This design comes from an exercise in tuning for small area on the open sky130 flow, not from production work.
At most, simulation tests tie the RTL to the original design; equivalence was not proved.
The clock port is modelled as an ideal driver, which makes a skipped or thinned clock tree look cheaper than it is; a real chip needs a root buffer or a tree.
No activity file was given, so power comes from the tool's default toggle rates.

wip/onyx:
Design poly_fir_stage1, start of the top module:
module poly_fir_stage1 #(
    parameter int DECIMATION_FACTOR = 9,
    parameter int TAP_LEN          = 63,
    parameter int DATA_WIDTH       = 16,
    parameter int COEF_WIDTH       = 16,
    parameter int BUF_LEN          = 64
    )(
    input  logic                          clk,
    input  logic                          rst,
    input  logic                          din_valid,
    output logic                          dout_valid,
    input  logic signed [DATA_WIDTH-1:0]  din,
    output logic signed [DATA_WIDTH-1:0]  dout
    );
For scale: about 710 cells after synthesis, about 260 flip-flops.
Settings: LEC_CHECK=0, CAP_MARGIN=20, CORE_MARGIN=2, CORE_UTILIZATION=65, GPL_TIMING_DRIVEN=0, SLEW_MARGIN=20; clock period 10.0 ns.
standard.sh (not shown) runs the stock make flow with config.mk's settings and CLKGATE_MAP_FILE= SYNTH_SCRIPT=/design/flow/synth_recipe.tcl, a recipe that flattens the netlist after the stock synthesis.
==> flow/flow/run.sh <==
#!/bin/bash
# Own layout flow: the standard flow (standard.sh) with changes that only affect how the
# layout is built:
#  - synthesis: flow/synth.tcl (the standard flow's synthesis script with an area-oriented ABC mapping;
#    same registers, names and cell types),
#  - port buffers use the smallest buffer cell,
#  - the clock tree is built by flow/cts_manual.tcl (one root buffer, nine leaf buffers over
#    equal groups of flip-flops) in place of clock_tree_synthesis,
set -euo pipefail
here=$(pwd)
export OWN_ABC_SCRIPT="$here/flow/area.abc"
export BUFFER_PORTS_ARGS="-buffer_cell sky130_fd_sc_hd__buf_1"
export PRE_CTS_TCL="$here/flow/cts_manual.tcl"
export OWN_CTS_LEAVES=9 OWN_CTS_COLS=3 OWN_CTS_CLOCK_PORT=clk
export OWN_CTS_LEAF_BUF=sky130_fd_sc_hd__clkbuf_16 OWN_CTS_ROOT_BUF=sky130_fd_sc_hd__clkbuf_8
sed "s#SYNTH_SCRIPT=[^ ]*#SYNTH_SCRIPT=$here/flow/synth.tcl#" standard.sh > own_standard.sh
bash own_standard.sh finish > make_flow.log 2>&1
Other scripts of this flow, unchanged in this note and not shown: flow/flow/area.abc, flow/flow/cts_manual.tcl, flow/flow/synth.tcl
Input changes introduced in wip/amber (baseline for comparison: wip/onyx):
--- a/flow/design.v
+++ b/flow/design.v
@@ -298,16 +298,16 @@
     end
     localparam int UW = HW - 1;       
     logic [LW+UW:0] ring [0:6];
     wire clr  = busy & qs & (qm == 3'd4) & ~ks & (km == 2'd3) & (r == 2'd0);
     wire fin  = busy & ~qs & (qm == 3'd4) & ks & (km == 2'd3) & (r == 2'd1);
     wire role0 = ks & (km == 2'd3);
     wire [LW+UW:0] a = ring[6] & {(LW+UW+1){~clr}};
-    logic ov;
-    wire  a31 = a[LW+UW] ^ ov;
+    logic e31, e31v;
+    wire  a31 = e31v ? e31 : a[LW+UW];
     logic [LW-1:0] lsum;
     logic [LW:0]   lc;
     logic [HW-1:0] hsum;
     logic [HW:0]   hc;
     wire  [HW-1:0] ah = {a31, a[LW+UW:LW+1]};
     assign lc[0] = neg;
     assign hc[0] = a[LW];
@@ -320,17 +320,20 @@
             assign hsum[gi] = ah[gi] ^ term[LW+gi] ^ hc[gi];
             assign hc[gi+1] = (ah[gi] & term[LW+gi]) | (ah[gi] & hc[gi]) | (term[LW+gi] & hc[gi]);
         end
     endgenerate
     always_ff @(posedge clk) begin
         ring[0] <= {hsum[UW-1:0], lc[LW], lsum};
         for (int i = 1; i < 7; i++) ring[i] <= ring[i-1];
-        if (blk_end) ov <= 1'b0;
-        else if (role0) ov <= hsum[HW-1] ^ hsum[HW-2];
+        if (role0) e31 <= hsum[HW-1];
+        if (blk_end) e31v <= 1'b0;
+        else if (role0) e31v <= 1'b1;
     end
     always_ff @(posedge clk) begin
         if (rst) dout_valid <= 1'b0;
         else dout_valid <= fin;
     end
     wire [30:0] acc = {ring[0][LW+UW:LW+1], ring[0][LW-1:0]};
-    assign dout = ov ? {~acc[30], {15{acc[30]}}} : acc[30:15];
+    wire [1:0] top = {e31, acc[30]};
+    assign dout = (top == 2'b01) ? 16'sh7fff :
+                  (top == 2'b10) ? 16'sh8000 : acc[30:15];
 endmodule
--- outcome ---
Comparing the two runs side by side, wip/amber comes out ahead of wip/onyx on synthesized area.
Final instance count without filler cells (higher): wip/onyx
Taking wip/onyx as the reference point, the routing usage on met2 of wip/amber rises by 0.18 points.
Cell-internal power: wip/amber vs wip/onyx down 6.7%
Count of different cell masters after synthesis up about 2.5% in wip/amber wrt wip/onyx
Row tap cell count: wip/amber lower / wip/onyx higher
Between wip/amber and wip/onyx, the utilization is higher for wip/amber.
Going from wip/onyx to wip/amber, the sequential share of layout area was found to have gone up by 1.0 points.
wip/amber vs. wip/onyx: area growth from synthesis to layout moved down; wire length reported by the detailed router moved down; die outline area moved down; setup slack after placement moved up.
Only the layout flow was run in wip/onyx; the RTL was not checked for function there. No run of this note takes its clock network from TritonCTS; it comes from the design's own scripts or RTL.

==> afterwards: timing with drivers on the ports <==
How much do the figures lean on ideal ports? The routed layouts below were timed once more, with nothing changed but the port constraints. Step 1: set_driving_cell puts a clkbuf_16 on clk and a buf_2 on each other input, an assumption about the parent block. Step 2 adds t to the input delays and takes it off the output delays; t is the mean of the earliest and latest rising clock arrival at the registers after step 1. Input paths then give back, and output paths get back, about the clock's delay inside the block. Slacks: no drivers / after step 1 / after step 2; pairs: no drivers / after step 1.
run | t (ns) | setup WS [ns] | worst register clock-pin slew, ns
wip/onyx | 0.516 | 0.358 / 0.358 / 0.358 | 0.10 / 0.10
wip/amber | 0.500 | 0.373 / 0.373 / 0.373 | 0.11 / 0.11
After both steps every run listed still meets setup and hold.
